Source: an optimization exercise on an open RTL-to-GDS flow (aim: small area). Production flows keep margins and buffers that such runs may drop.
No run shown here included a check of the RTL's function; only the layout flow was run.

==> design/flow/design.v <==
package sobel_pkg;
localparam MAX_PIXEL_BITS = 15;
localparam PIXEL_WIDTH_OUT = 8;
endpackage
module fa (input logic a, b, c, output logic s, co);
    assign s  = a ^ b ^ c;
    assign co = (a & b) | (a & c) | (b & c);
endmodule
module ha (input logic a, b, output logic s, co);
    assign s  = a ^ b;
    assign co = a & b;
endmodule
import sobel_pkg::*;
module top_gray_sobel (
        input logic    clk_i,
        input logic    nreset_i,
        input logic    [1:0] select_i,
        input logic    finish_i,
        input logic    start_i,
        input logic    [MAX_PIXEL_BITS-1:0] in_pixel_i,
        output logic   [MAX_PIXEL_BITS-1:0] out_pixel_o,
        output logic   px_ready_sobel_o
    );
    wire sel0 = (select_i == 2'd0);
    wire sel1 = (select_i == 2'd1);
    wire sel2 = (select_i == 2'd2);
    wire sel3 = (select_i == 2'd3);
    logic [MAX_PIXEL_BITS-1:0] px_q;
    logic gray_busy_q, gray_valid_q, gray_busy_nx;
    logic byp_q, byp_nx;
    logic [7:0] gray_sum, gray;
    always_ff @(posedge clk_i) px_q <= in_pixel_i;
    assign gray_busy_nx = gray_busy_q ? ~finish_i : (start_i & (sel0 | sel2));
    assign byp_nx       = byp_q ? ~finish_i : (start_i & sel3);
    always_ff @(posedge clk_i or negedge nreset_i) begin
        if (!nreset_i) begin
            gray_busy_q  <= 1'b0;
            gray_valid_q <= 1'b0;
            byp_q        <= 1'b0;
        end else begin
            gray_busy_q  <= gray_busy_nx;
            gray_valid_q <= gray_busy_nx & ~sel1;
            byp_q        <= byp_nx;
        end
    end
    logic gs1, gs2;
    fa gsu2 (.a(px_q[12]), .b(px_q[6]), .c(px_q[1]), .s(gs1), .co(gs2));
    logic gs3, gs4;
    ha gsu4 (.a(px_q[2]), .b(gs1), .s(gs3), .co(gs4));
    assign gray_sum[0] = gs3;
    logic gs5, gs6;
    fa gsu6 (.a(px_q[10]), .b(px_q[13]), .c(px_q[7]), .s(gs5), .co(gs6));
    logic gs7, gs8;
    fa gsu8 (.a(px_q[2]), .b(px_q[3]), .c(gs2), .s(gs7), .co(gs8));
    logic gs9, gs10;
    fa gsu10 (.a(gs4), .b(gs5), .c(gs7), .s(gs9), .co(gs10));
    assign gray_sum[1] = gs9;
    logic gs11, gs12;
    fa gsu12 (.a(px_q[11]), .b(px_q[14]), .c(px_q[5]), .s(gs11), .co(gs12));
    logic gs13, gs14;
    fa gsu14 (.a(px_q[8]), .b(px_q[3]), .c(px_q[4]), .s(gs13), .co(gs14));
    logic gs15, gs16;
    fa gsu16 (.a(gs6), .b(gs8), .c(gs10), .s(gs15), .co(gs16));
    logic gs17, gs18;
    fa gsu18 (.a(gs11), .b(gs13), .c(gs15), .s(gs17), .co(gs18));
    assign gray_sum[2] = gs17;
    logic gs19, gs20;
    fa gsu20 (.a(px_q[12]), .b(px_q[6]), .c(px_q[9]), .s(gs19), .co(gs20));
    logic gs21, gs22;
    fa gsu22 (.a(px_q[4]), .b(gs12), .c(gs14), .s(gs21), .co(gs22));
    logic gs23, gs24;
    fa gsu24 (.a(gs16), .b(gs18), .c(gs19), .s(gs23), .co(gs24));
    logic gs25, gs26;
    ha gsu26 (.a(gs21), .b(gs23), .s(gs25), .co(gs26));
    assign gray_sum[3] = gs25;
    logic gs27, gs28;
    fa gsu28 (.a(px_q[13]), .b(px_q[7]), .c(gs20), .s(gs27), .co(gs28));
    logic gs29, gs30;
    fa gsu30 (.a(gs22), .b(gs24), .c(gs26), .s(gs29), .co(gs30));
    logic gs31, gs32;
    ha gsu32 (.a(gs27), .b(gs29), .s(gs31), .co(gs32));
    assign gray_sum[4] = gs31;
    logic gs33, gs34;
    fa gsu34 (.a(px_q[14]), .b(px_q[8]), .c(gs28), .s(gs33), .co(gs34));
    logic gs35, gs36;
    fa gsu36 (.a(gs30), .b(gs32), .c(gs33), .s(gs35), .co(gs36));
    assign gray_sum[5] = gs35;
    logic gs37, gs38;
    fa gsu38 (.a(px_q[9]), .b(gs34), .c(gs36), .s(gs37), .co(gs38));
    assign gray_sum[6] = gs37;
    assign gray_sum[7] = gs38;
    assign gray = gray_valid_q ? gray_sum : 8'd0;
    localparam logic [3:0] S_IDLE = 4'd0;    
    localparam logic [3:0] S_F9   = 4'd9;
    localparam logic [3:0] S_WAIT = 4'd10;
    localparam logic [3:0] S_N1   = 4'd11;
    localparam logic [3:0] S_N2   = 4'd12;
    localparam logic [3:0] S_N3   = 4'd13;
    localparam logic [3:0] S_N0   = 4'd14;
    logic start_sobel;
    logic [7:0] in_gray_n;             
    logic [3:0] st_q, st_nx;
    logic result, show;
    logic [7:0] w1, w2, w3, w4, w5, w6, w7, w8, p2_n;
    logic [7:0] op_p0, op_p1, op_p2, op_n0, op_n1, op_n2;
    logic [10:0] s_sum;
    logic [3:0] q;
    logic sat, sat_q, sat_all;
    logic [6:0] mag, mag_q, mag_max;
    logic [7:0] sobel;
    assign start_sobel = start_i & (sel1 | sel2);
    assign in_gray_n = ~(sel1 ? in_pixel_i[7:0] : sel2 ? gray : 8'd0);
    always_comb begin
        st_nx  = st_q;
        result = 1'b0;
        case (st_q)
            S_IDLE: if (start_sobel) st_nx = 4'd1;
            4'd1, 4'd2, 4'd3, 4'd4, 4'd5, 4'd6, 4'd7, 4'd8: st_nx = st_q + 4'd1;
            S_F9: begin
                st_nx  = S_WAIT;
                result = 1'b1;
            end
            S_WAIT: st_nx = S_N1;
            S_N1, S_N2: st_nx = finish_i ? S_IDLE : st_q + 4'd1;
            S_N3: begin
                st_nx  = finish_i ? S_IDLE : S_N0;
                result = ~finish_i;
            end
            S_N0: st_nx = finish_i ? S_IDLE : S_N1;
            default: st_nx = S_IDLE;
        endcase
    end
    assign show = (st_q == S_WAIT) | (st_q == S_N0);
    always_ff @(posedge clk_i or negedge nreset_i) begin
        if (!nreset_i) begin
            st_q <= S_IDLE;
            p2_n <= '1;
        end else begin
            st_q <= st_nx;
            if (result) p2_n <= in_gray_n;
        end
    end
    always_ff @(posedge clk_i) begin
        if (!show) begin
            w1 <= w2; w2 <= w3; w3 <= w4; w4 <= w5;
            w5 <= w6; w6 <= w7; w7 <= w8; w8 <= in_gray_n;
        end
    end
    assign op_p0 = ~w6;
    assign op_p1 = show ? ~w3 : ~w8;
    assign op_p2 = show ? ~w7 : ~p2_n;
    assign op_n0 = w1;
    assign op_n1 = w2;
    assign op_n2 = show ? w5 : w4;
    logic ss1, ss2;
    fa ssu2 (.a(op_p0[0]), .b(op_p1[0]), .c(op_p2[0]), .s(ss1), .co(ss2));
    logic ss3, ss4;
    fa ssu4 (.a(op_n0[0]), .b(op_n1[0]), .c(op_n2[0]), .s(ss3), .co(ss4));
    logic ss5, ss6;
    assign ss5 = ~(ss1 ^ ss3);
    assign ss6 = ss1 | ss3;
    assign s_sum[0] = ss5;
    logic ss7, ss8;
    fa ssu8 (.a(op_p0[1]), .b(op_p1[1]), .c(op_p2[1]), .s(ss7), .co(ss8));
    logic ss9, ss10;
    fa ssu10 (.a(op_n0[1]), .b(op_n1[1]), .c(op_n2[1]), .s(ss9), .co(ss10));
    logic ss11, ss12;
    fa ssu12 (.a(ss2), .b(ss4), .c(ss6), .s(ss11), .co(ss12));
    logic ss13, ss14;
    fa ssu14 (.a(ss7), .b(ss9), .c(ss11), .s(ss13), .co(ss14));
    logic ss15, ss16;
    assign ss15 = ~ss13;
    assign ss16 = ss13;
    assign s_sum[1] = ss15;
    logic ss17, ss18;
    fa ssu18 (.a(op_p0[2]), .b(op_p1[2]), .c(op_p2[2]), .s(ss17), .co(ss18));
    logic ss19, ss20;
    fa ssu20 (.a(op_n0[2]), .b(op_n1[2]), .c(op_n2[2]), .s(ss19), .co(ss20));
    logic ss21, ss22;
    fa ssu22 (.a(ss8), .b(ss10), .c(ss12), .s(ss21), .co(ss22));
    logic ss23, ss24;
    fa ssu24 (.a(ss14), .b(ss16), .c(ss17), .s(ss23), .co(ss24));
    logic ss25, ss26;
    fa ssu26 (.a(ss19), .b(ss21), .c(ss23), .s(ss25), .co(ss26));
    assign s_sum[2] = ss25;
    logic ss27, ss28;
    fa ssu28 (.a(op_p0[3]), .b(op_p1[3]), .c(op_p2[3]), .s(ss27), .co(ss28));
    logic ss29, ss30;
    fa ssu30 (.a(op_n0[3]), .b(op_n1[3]), .c(op_n2[3]), .s(ss29), .co(ss30));
    logic ss31, ss32;
    fa ssu32 (.a(ss18), .b(ss20), .c(ss22), .s(ss31), .co(ss32));
    logic ss33, ss34;
    fa ssu34 (.a(ss24), .b(ss26), .c(ss27), .s(ss33), .co(ss34));
    logic ss35, ss36;
    fa ssu36 (.a(ss29), .b(ss31), .c(ss33), .s(ss35), .co(ss36));
    assign s_sum[3] = ss35;
    logic ss37, ss38;
    fa ssu38 (.a(op_p0[4]), .b(op_p1[4]), .c(op_p2[4]), .s(ss37), .co(ss38));
    logic ss39, ss40;
    fa ssu40 (.a(op_n0[4]), .b(op_n1[4]), .c(op_n2[4]), .s(ss39), .co(ss40));
    logic ss41, ss42;
    fa ssu42 (.a(ss28), .b(ss30), .c(ss32), .s(ss41), .co(ss42));
    logic ss43, ss44;
    fa ssu44 (.a(ss34), .b(ss36), .c(ss37), .s(ss43), .co(ss44));
    logic ss45, ss46;
    fa ssu46 (.a(ss39), .b(ss41), .c(ss43), .s(ss45), .co(ss46));
    assign s_sum[4] = ss45;
    logic ss47, ss48;
    fa ssu48 (.a(op_p0[5]), .b(op_p1[5]), .c(op_p2[5]), .s(ss47), .co(ss48));
    logic ss49, ss50;
    fa ssu50 (.a(op_n0[5]), .b(op_n1[5]), .c(op_n2[5]), .s(ss49), .co(ss50));
    logic ss51, ss52;
    fa ssu52 (.a(ss38), .b(ss40), .c(ss42), .s(ss51), .co(ss52));
    logic ss53, ss54;
    fa ssu54 (.a(ss44), .b(ss46), .c(ss47), .s(ss53), .co(ss54));
    logic ss55, ss56;
    fa ssu56 (.a(ss49), .b(ss51), .c(ss53), .s(ss55), .co(ss56));
    assign s_sum[5] = ss55;
    logic ss57, ss58;
    fa ssu58 (.a(op_p0[6]), .b(op_p1[6]), .c(op_p2[6]), .s(ss57), .co(ss58));
    logic ss59, ss60;
    fa ssu60 (.a(op_n0[6]), .b(op_n1[6]), .c(op_n2[6]), .s(ss59), .co(ss60));
    logic ss61, ss62;
    fa ssu62 (.a(ss48), .b(ss50), .c(ss52), .s(ss61), .co(ss62));
    logic ss63, ss64;
    fa ssu64 (.a(ss54), .b(ss56), .c(ss57), .s(ss63), .co(ss64));
    logic ss65, ss66;
    fa ssu66 (.a(ss59), .b(ss61), .c(ss63), .s(ss65), .co(ss66));
    assign s_sum[6] = ss65;
    logic ss67, ss68;
    fa ssu68 (.a(op_p0[7]), .b(op_p1[7]), .c(op_p2[7]), .s(ss67), .co(ss68));
    logic ss69, ss70;
    fa ssu70 (.a(op_n0[7]), .b(op_n1[7]), .c(op_n2[7]), .s(ss69), .co(ss70));
    logic ss71, ss72;
    fa ssu72 (.a(ss58), .b(ss60), .c(ss62), .s(ss71), .co(ss72));
    logic ss73, ss74;
    fa ssu74 (.a(ss64), .b(ss66), .c(ss67), .s(ss73), .co(ss74));
    logic ss75, ss76;
    fa ssu76 (.a(ss69), .b(ss71), .c(ss73), .s(ss75), .co(ss76));
    assign s_sum[7] = ss75;
    logic ss77, ss78;
    fa ssu78 (.a(ss68), .b(ss70), .c(ss72), .s(ss77), .co(ss78));
    logic ss79, ss80;
    fa ssu80 (.a(ss74), .b(ss76), .c(ss77), .s(ss79), .co(ss80));
    assign s_sum[8] = ss79;
    logic ss81, ss82;
    ha ssu82 (.a(ss78), .b(ss80), .s(ss81), .co(ss82));
    assign s_sum[9] = ss81;
    assign s_sum[10] = ss82;
    assign q   = s_sum[10:7];
    assign sat = ~((q == 4'd6) | ((q == 4'd5) & (|s_sum[6:0])));
    assign mag = q[0] ? -s_sum[6:0] : s_sum[6:0];
    always_ff @(posedge clk_i) begin
        sat_q <= sat;
        mag_q <= mag;
    end
    assign sat_all = sat_q | sat;
    assign mag_max = (mag_q > mag) ? mag_q : mag;
    assign sobel   = ~show ? 8'd0 : sat_all ? 8'hff : {mag_max, 1'b0};
    assign out_pixel_o = (sel1 | sel2) ? {7'b0, sobel} :
                         sel0          ? {7'b0, gray}  :
                         byp_q         ? px_q : '0;
    assign px_ready_sobel_o = (sel1 | sel2) & show;
endmodule
==> design/flow/run.sh <==
#!/bin/bash
# synth_recipe.tcl (not shown) runs the flow's synth.tcl, then flattens the netlist and writes it again
# the make line also repeats each setting of config.mk as NAME=value (left out here)
make -C /OpenROAD-flow-scripts/flow DESIGN_CONFIG=/design/flow/config.mk WORK_HOME=/design/flow/orfs CLKGATE_MAP_FILE= SYNTH_SCRIPT=/design/flow/synth_recipe.tcl finish
==> design/flow/config.mk <==
export PLATFORM = sky130hd
export DESIGN_NAME = top_gray_sobel
export DESIGN_NICKNAME = top_gray_sobel
export VERILOG_FILES = /design/flow/design.v
export SDC_FILE = /design/flow/constraint.sdc
export NUM_CORES = 4
export LEC_CHECK = 0
export CAP_MARGIN = 20
export CORE_AREA = 10 10 290 290
export DIE_AREA = 0 0 300 300
export SLEW_MARGIN = 20
export SYNTH_HIERARCHICAL = 1
export SYNTH_MINIMUM_KEEP_SIZE = 0
==> design/flow/constraint.sdc <==
create_clock -name core_clock -period 10.0 [get_ports {clk_i}]
set_input_delay 2.0000 -clock core_clock [delete_from_list [all_inputs] [get_ports {clk_i}]]
set_output_delay 2.0000 -clock core_clock [all_outputs]
set_load 0.01 [all_outputs]
==> impl_metrics.py, run 1 <==
metrics = {
    "run": {
        "cap_violations": 0,
    },
    "floorplan": {
        "num_io_pins": 37,
        "die_h_microns": 300,
        "row_count": 102,
        "start_util_pct": 7.15,
        "chipWidth_microns": 300,
        "die_area_sq_um": 90000,
        "core_sq_um": 77600,
    },
    "clock_network": {
        "hold_buffers": 0,
        "clock-sinks": 102,
        "clockBufferDepth": 2,
        "clk_pin_slew_ns": 0.09,
        "tritoncts": "yes",
        "insertion_delay_ns": 0.36,
        "htreeDepth": 3,
        "numCtsBuffers": 9,
        "root_buffer": "clkbuf_16",
    },
    "status": {
        "violations": "negative setup slack",
        "outcome": "finished with violations",
    },
    "synth": {
        "yosysUniqueCellTypes": 54,
        "synth-seq-cells": 102,
        "yosysSeqAreaShare_pct": 49.9,
        "netlist_area_sq_um": 5550,
        "synth-async-reset-ratio_pct": 14.7,
        "synthesis.nets": 466,
        "synth_edf_count": 64,
        "avgSynthCellArea_sq_um": 15.0,
        "synthFlopType": "edfxtp_1",
        "netlist_instances": 370,
        "yosys_warnings": 7,
    },
    "final_layout": {
        "mostFrequentLayoutCells": "edfxtp_1 (64), fa_1 (47), clkdlybuf4s50_1 (28), inv_1 (25), buf_4 (25)",
        "final_nets": 532,
        "areaGrowthSynthToFinish_pct": 43.0,
        "drive_above_1_share_pct": 26.5,
        "n_antenna_cell": 0,
        "layout_commonest_cell": "edfxtp_1",
    },
    "worst_setup_path": {
        "path_class": "reg2out",
        "crit_buf_inv": 6,
        "worstPathRequired_ns": 8.00,
        "worstPathArrival_ns": 10.18,
        "cpLargestDelayFamily": "adder cells",
        "critPathCaptureType": "output port",
        "critPathLaunchType": "register",
        "critPathSlowestCell": "fa_2",
        "cp_max_fo": 7,
        "critPathMaxStageDelay_ns": 0.65,
        "crit_top_cell": "fa_1",
    },
    "routing": {
        "via_count": 3170,
        "drt_iter0_markers": 192,
        "totalWireLength_microns": 14500,
        "drc": 0,
        "firstDrtPassIters": 4,
        "antenna_left": 0,
        "wl_per_cell_microns": 9.79,
        "avgViaCountPerCell": 2.14,
    },
    "grt": {
        "grt_max_degree": 62,
        "antenna_found_initial": 4,
        "overflow": 0,
        "grt_pass1_vias": 3466,
        "grt_pass1_wl_microns": 22100,
        "grt_use_total_pct": 3.28,
    },
    "timing": {
        "max_freq_mhz": 82.1,
        "holdWs_ns": 0.452,
        "fin_crit_sh_pct": 122,
        "finalSetupViolCount": 8,
        "hold_viol": 0,
        "min_period_ns": 12.18,
        "rsz0062_at_grt": "yes",
        "fin_ws_ns": -2.18,
        "skew_ns": 0.0190,
        "setup-tns-final_ns": -16.36,
        "worstMarginPinSlew_ns": 0.780,
        "slew_viol_final": 0,
        "maxSlewHeadroom_pct": 47.8,
    },
    "worst_hold_path": {
        "min_path_type": "reg2reg",
    },
    "placed_design": {
        "gp_congestion": 0.733,
        "dp.final_hpwl_microns": 11900,
        "io_buffers": 36,
    },
}
[area by class of cell]
type	instances	area (sq um)
clock buffers	9	225
clock inverters	7	91.3
fillers	8925	69700
inverters	27	101
multi-input cells	228	2800
flip-flops and latches	102	2770
well taps	1040	1300
repair buffers	68	638
[Yosys stat by module, one instance, submodules excluded]
| module | area (sq um) | times used | flops+latches | cells inside |
|---|---|---|---|---|
| top_gray_sobel | 4410 | 1 | 102 | 312 |
| fa | 20.0 | 54 | 0 | 1 |
| ha | 12.5 | 4 | 0 | 1 |
[worst reg2reg max path, stage by stage (launching register included)]
cell and delay [ns]:
dfrtp_1 0.39, inv_2 0.08, ha_4 0.17, nand2_8 0.06, mux2_4 0.30, fa_1 0.49, inv_1 0.05, ha_2 0.16
inv_2 0.05, fa_1 0.41, fa_1 0.53, fa_1 0.44, fa_2 0.35, fa_1 0.46, fa_2 0.36, fa_1 0.46
fa_2 0.35, fa_1 0.45, fa_2 0.35, fa_1 0.45, fa_2 0.35, fa_1 0.46, fa_2 0.36, fa_2 0.39
ha_4 0.29, nand2b_4 0.07, o21bai_1 0.16
[sequential cells by signal (all words and copies together) (netlist names)]
name and cells:
px_q 15, p2_n 8, w1 8, w2 8, w3 8, w4 8
w5 8, w6 8, w7 8, w8 8, mag_q 7, st_q 4
byp_q 1, gray_busy_q 1, gray_valid_q 1, sat_q 1
[cell usage after synthesis, types with 4 or more instances]
cell type / count / area, sq um
dfrtp_1: 7 / 175
a21o_1: 4 / 30.0
nor2_1: 13 / 48.8
dfstp_2: 8 / 210
edfxtp_1: 64 / 1920
buf_2: 7 / 35.0
mux2i_1: 21 / 210
fa_1: 54 / 1080
a211oi_1: 6 / 45.0
ha_1: 21 / 263
nor2b_1: 5 / 31.3
inv_1: 27 / 101
nand2_1: 9 / 33.8
o21ai_1: 9 / 45.0
mux2_2: 6 / 67.6
dfxtp_1: 23 / 460
nand2b_1: 4 / 25.0
mux2_1: 10 / 113
a32oi_1: 15 / 131
and2_1: 7 / 43.8
[final timing paths]
path                                from        endpoint  slack, ns  depth (start not counted)
worst max-delay path             st_q[0]  out_pixel_o[6]      -2.18                         33
worst min-delay path               w5[4]           w4[4]       0.45                          0
worst max register to register   st_q[0]           sat_q       1.47                         26
worst min register to register     w5[4]           w4[4]       0.45                          0
max in group asynchronous       nreset_i         st_q[0]       7.42                          1
min in group asynchronous       nreset_i         st_q[2]       2.10                          1
[through the flow]
step	utilization [%]	instance area, sq um	std cells	worst slack [ns]
floorplan	-	5670	370	-1.57
global placement	9.58	7440	1458	-2.26
detailed placement	9.58	7440	1458	-2.36
CTS	10.2	7890	1479	-2.23
global route	10.2	7930	1481	-2.51
finish	10.2	7930	1481	-2.18
[kinds of logic after synthesis]
| logic type | count (synthesis) | share of synthesized area [%] |
|---|---|---|
| flip-flops | 102 | 49.9 |
| adder cells (fa/ha/maj) | 75 | 24.2 |
| buffers and inverters | 40 | 3.63 |
| XOR/XNOR | 5 | 0.790 |
| AO/OA/AOI/OAI | 57 | 8.64 |
| AND/OR/NAND/NOR | 54 | 5.75 |
| multiplexers | 37 | 7.04 |
[layer usage]
layer  GRT usage (%)  part of all wire [%]
met1            4.30                    47
met2            4.71                    44
met3            1.41                   7.3
met4            1.18                   1.5
met5               0                  0.24
[what timing repair did]
| action | CTS | global route |
|---|---|---|
| pin swaps | 6 | 3 |
| setup buffers | 5 | 2 |
| gates cloned | 0 | 0 |
| endpoints found under the setup margin | 8 | 8 |
| resized for setup | 52 | 5 |
==> run 2: changes to the inputs <==
--- a/design/flow/config.mk
+++ b/design/flow/config.mk
@@ -7,6 +7,6 @@
 export LEC_CHECK = 0
 export CAP_MARGIN = 20
-export CORE_AREA = 10 10 290 290
-export DIE_AREA = 0 0 300 300
+export CORE_AREA = 5 5 115 115
+export DIE_AREA = 0 0 120 120
 export SLEW_MARGIN = 20
 export SYNTH_HIERARCHICAL = 1
==> impl_metrics.py, run 2 <==
metrics = {
    "synth": {
        "yosys_warnings": 7,
        "yosysSeqAreaShare_pct": 49.9,
        "synth-async-reset-ratio_pct": 14.7,
        "netlist_area_sq_um": 5550,
        "synth_top_area_share_pct": 34.7,
        "netlist_instances": 370,
        "ys_top_cells_by_area": "edfxtp_1 (35%), fa_1 (19%), dfxtp_1 (8.3%)",
        "synthesis.nets": 466,
        "synth_edf_count": 64,
        "avgSynthCellArea_sq_um": 15.0,
        "synth-seq-cells": 102,
        "synthFlopType": "edfxtp_1",
        "yosysUniqueCellTypes": 54,
        "synth_most_common_cell": "edfxtp_1",
        "synth_common_cells": "edfxtp_1 (64), fa_1 (54), inv_1 (27)",
        "synth_top_area_cell": "edfxtp_1",
    },
    "timing": {
        "slew_viol_final": 0,
        "maxSlewHeadroom_pct": 45.1,
        "hold_viol": 0,
        "min_period_ns": 12.08,
        "finalSetupViolCount": 8,
        "worstMarginPinSlew_ns": 0.821,
        "fin_crit_sh_pct": 121,
        "fin_ws_ns": -2.08,
        "max_freq_mhz": 82.8,
        "skew_ns": 0.00814,
        "rsz0062_at_grt": "yes",
        "setup-tns-final_ns": -15.77,
    },
    "floorplan": {
        "start_util_pct": 46.4,
        "die_area_sq_um": 14400,
        "chipWidth_microns": 120,
        "die_h_microns": 120,
        "core_sq_um": 12000,
        "num_io_pins": 37,
        "row_count": 40,
    },
    "worst_setup_path": {
        "crit_top_cell": "fa_1",
        "worstPathArrival_ns": 10.08,
        "critPathCaptureType": "output port",
        "path_class": "reg2out",
        "worstPathRequired_ns": 8.00,
        "critPathMaxStageDelay_ns": 0.65,
        "crit_buf_inv": 8,
        "cpLargestDelayFamily": "adder cells",
        "critPathSlowestCell": "fa_2",
        "critPathLaunchType": "register",
        "cp_max_fo": 6,
    },
    "final_layout": {
        "multiInputGateArea_sq_um": 2770,
        "layout_commonest_cell": "edfxtp_1",
        "mostFrequentLayoutCells": "edfxtp_1 (64), fa_1 (47), buf_4 (34), clkdlybuf4s50_1 (28), inv_1 (25)",
        "areaGrowthSynthToFinish_pct": 22.3,
        "seqCellArea_sq_um": 2770,
        "fillers": 967,
        "largest_register_ff_count": 15,
        "n_antenna_cell": 0,
        "drive_above_1_share_pct": 27.5,
        "top_register": "px_q",
        "final_nets": 542,
    },
    "routing": {
        "antenna_left": 0,
        "drc": 0,
        "via_count": 3154,
        "drt_iter0_markers": 196,
        "avgViaCountPerCell": 5.27,
        "wl_per_cell_microns": 18.1,
        "firstDrtPassIters": 4,
        "totalWireLength_microns": 10800,
    },
    "grt": {
        "grt_use_total_pct": 16.2,
        "grt_pass1_vias": 3391,
        "grt_pass1_wl_microns": 18000,
        "overflow": 0,
        "antenna_found_initial": 0,
        "grt_max_degree": 53,
    },
    "status": {
        "violations": "negative setup slack",
        "outcome": "finished with violations",
    },
    "clock_network": {
        "clock-sinks": 102,
        "root_buffer": "clkbuf_16",
        "clockBufferDepth": 2,
        "htreeDepth": 3,
        "clk_pin_slew_ns": 0.07,
        "tritoncts": "yes",
        "numCtsBuffers": 9,
        "insertion_delay_ns": 0.35,
    },
    "worst_hold_path": {
        "min_path_type": "reg2reg",
    },
    "placed_design": {
        "dp.final_hpwl_microns": 7930,
        "gp_congestion": 0.839,
        "io_buffers": 36,
    },
    "run": {
        "cap_violations": 0,
    },
}
-- run 2: metal layers --
layer	share of wire [%]	GRT usage, %
met5	0	0
met4	1.5	4.22
met3	2.3	4.34
met2	49	25.4
met1	47	22.5
-- run 2: cell families after synthesis --
group	synth area share, %
adders and majority gates	24.2
muxes	7.04
and+or+nand+nor	5.75
xor gates and xnor gates	0.790
DFF	49.9
AOI/OAI and AO/OA	8.64
buffers and inverters	3.63
-- run 2: timing repair --
action / in CTS / in global routing
hold buffers: 0 / 0
gates cloned: 0 / 0
setup endpoints to repair: 8 / 8
resized for setup: 50 / 4
pin swaps: 8 / 5
setup buffers: 14 / 6
-- run 2: layout make-up --
cell class,count,area share (%)
Inverter,27,1.49
Tap cell,147,2.71
Clock inverter,6,0.923
Multi-Input combinational cell,228,40.9
Clock buffer,10,3.38
Timing Repair Buffer,78,9.82
Sequential cell,102,40.8
-- run 2: worst reg2reg max path: cells and delay by family (launching register included) --
family / cells / cell delay [ns]
compound gates: 1 / 0.12
fa+ha+maj: 17 / 6.90
buf+inv: 8 / 0.68
flops: 1 / 0.39
mux: 1 / 0.17
xor+xnor: 1 / 0.23
simple gates: 1 / 0.07
-- run 2: final timing paths --
path | slack (ns) | end | from | depth (start not counted)
setup / recovery | -2.08 | out_pixel_o[2] | st_q[0] | 35
hold / removal | 0.44 | w4[5] | w5[5] | 0
setup reg to reg | 1.35 | mag_q[5] | st_q[0] | 29
hold reg to reg | 0.44 | w4[5] | w5[5] | 0
max in group asynchronous | 7.37 | st_q[3] | nreset_i | 1
min in group asynchronous | 2.12 | st_q[2] | nreset_i | 1
-- run 2: per-stage QoR --
step	setup slack, ns	utilization [%]	std cells	area (sq um)	hold WS (ns)
after floorplan	-1.57	-	370	5670	0.419
after global placement	-2.06	52.3	562	6260	0.428
after detailed placement	-2.17	52.3	562	6260	0.429
after CTS	-2.16	56.2	592	6720	0.449
after global routing	-2.47	56.7	598	6780	0.456
final	-2.08	56.7	598	6780	0.445
-- run 2: Yosys stat by module, one instance, submodules excluded --
| module | area [sq um] | flops+latches | cells inside |
|---|---|---|---|
| ha | 12.5 | 0 | 1 |
| top_gray_sobel | 4410 | 102 | 312 |
| fa | 20.0 | 0 | 1 |

-- port drivers added, routing unchanged --
The results above use ideal ports. As a check the final layouts listed here were re-extracted and re-timed, cells and wires unchanged.
Step 1 sets driving cells, clkbuf_16 on the clock port and buf_2 on the other inputs (assumed; they add their load-dependent delay and slew).
Step 2 adds t to the input delays and takes it off the output delays; t is the mean of the earliest and latest rising clock arrival at the registers after step 1. Input paths then give back, and output paths get back, about the clock's delay inside the block.
Three values: ideal, step 1, step 2; two values: the first two.
| run | t, ns | slack for setup (ns) | worst register clock-pin slew, ns |
|---|---|---|---|
| run 1 | 0.401 | -2.176 / -2.225 / -1.823 | 0.09 / 0.09 |
| run 2 | 0.380 | -2.082 / -2.118 / -1.738 | 0.07 / 0.07 |
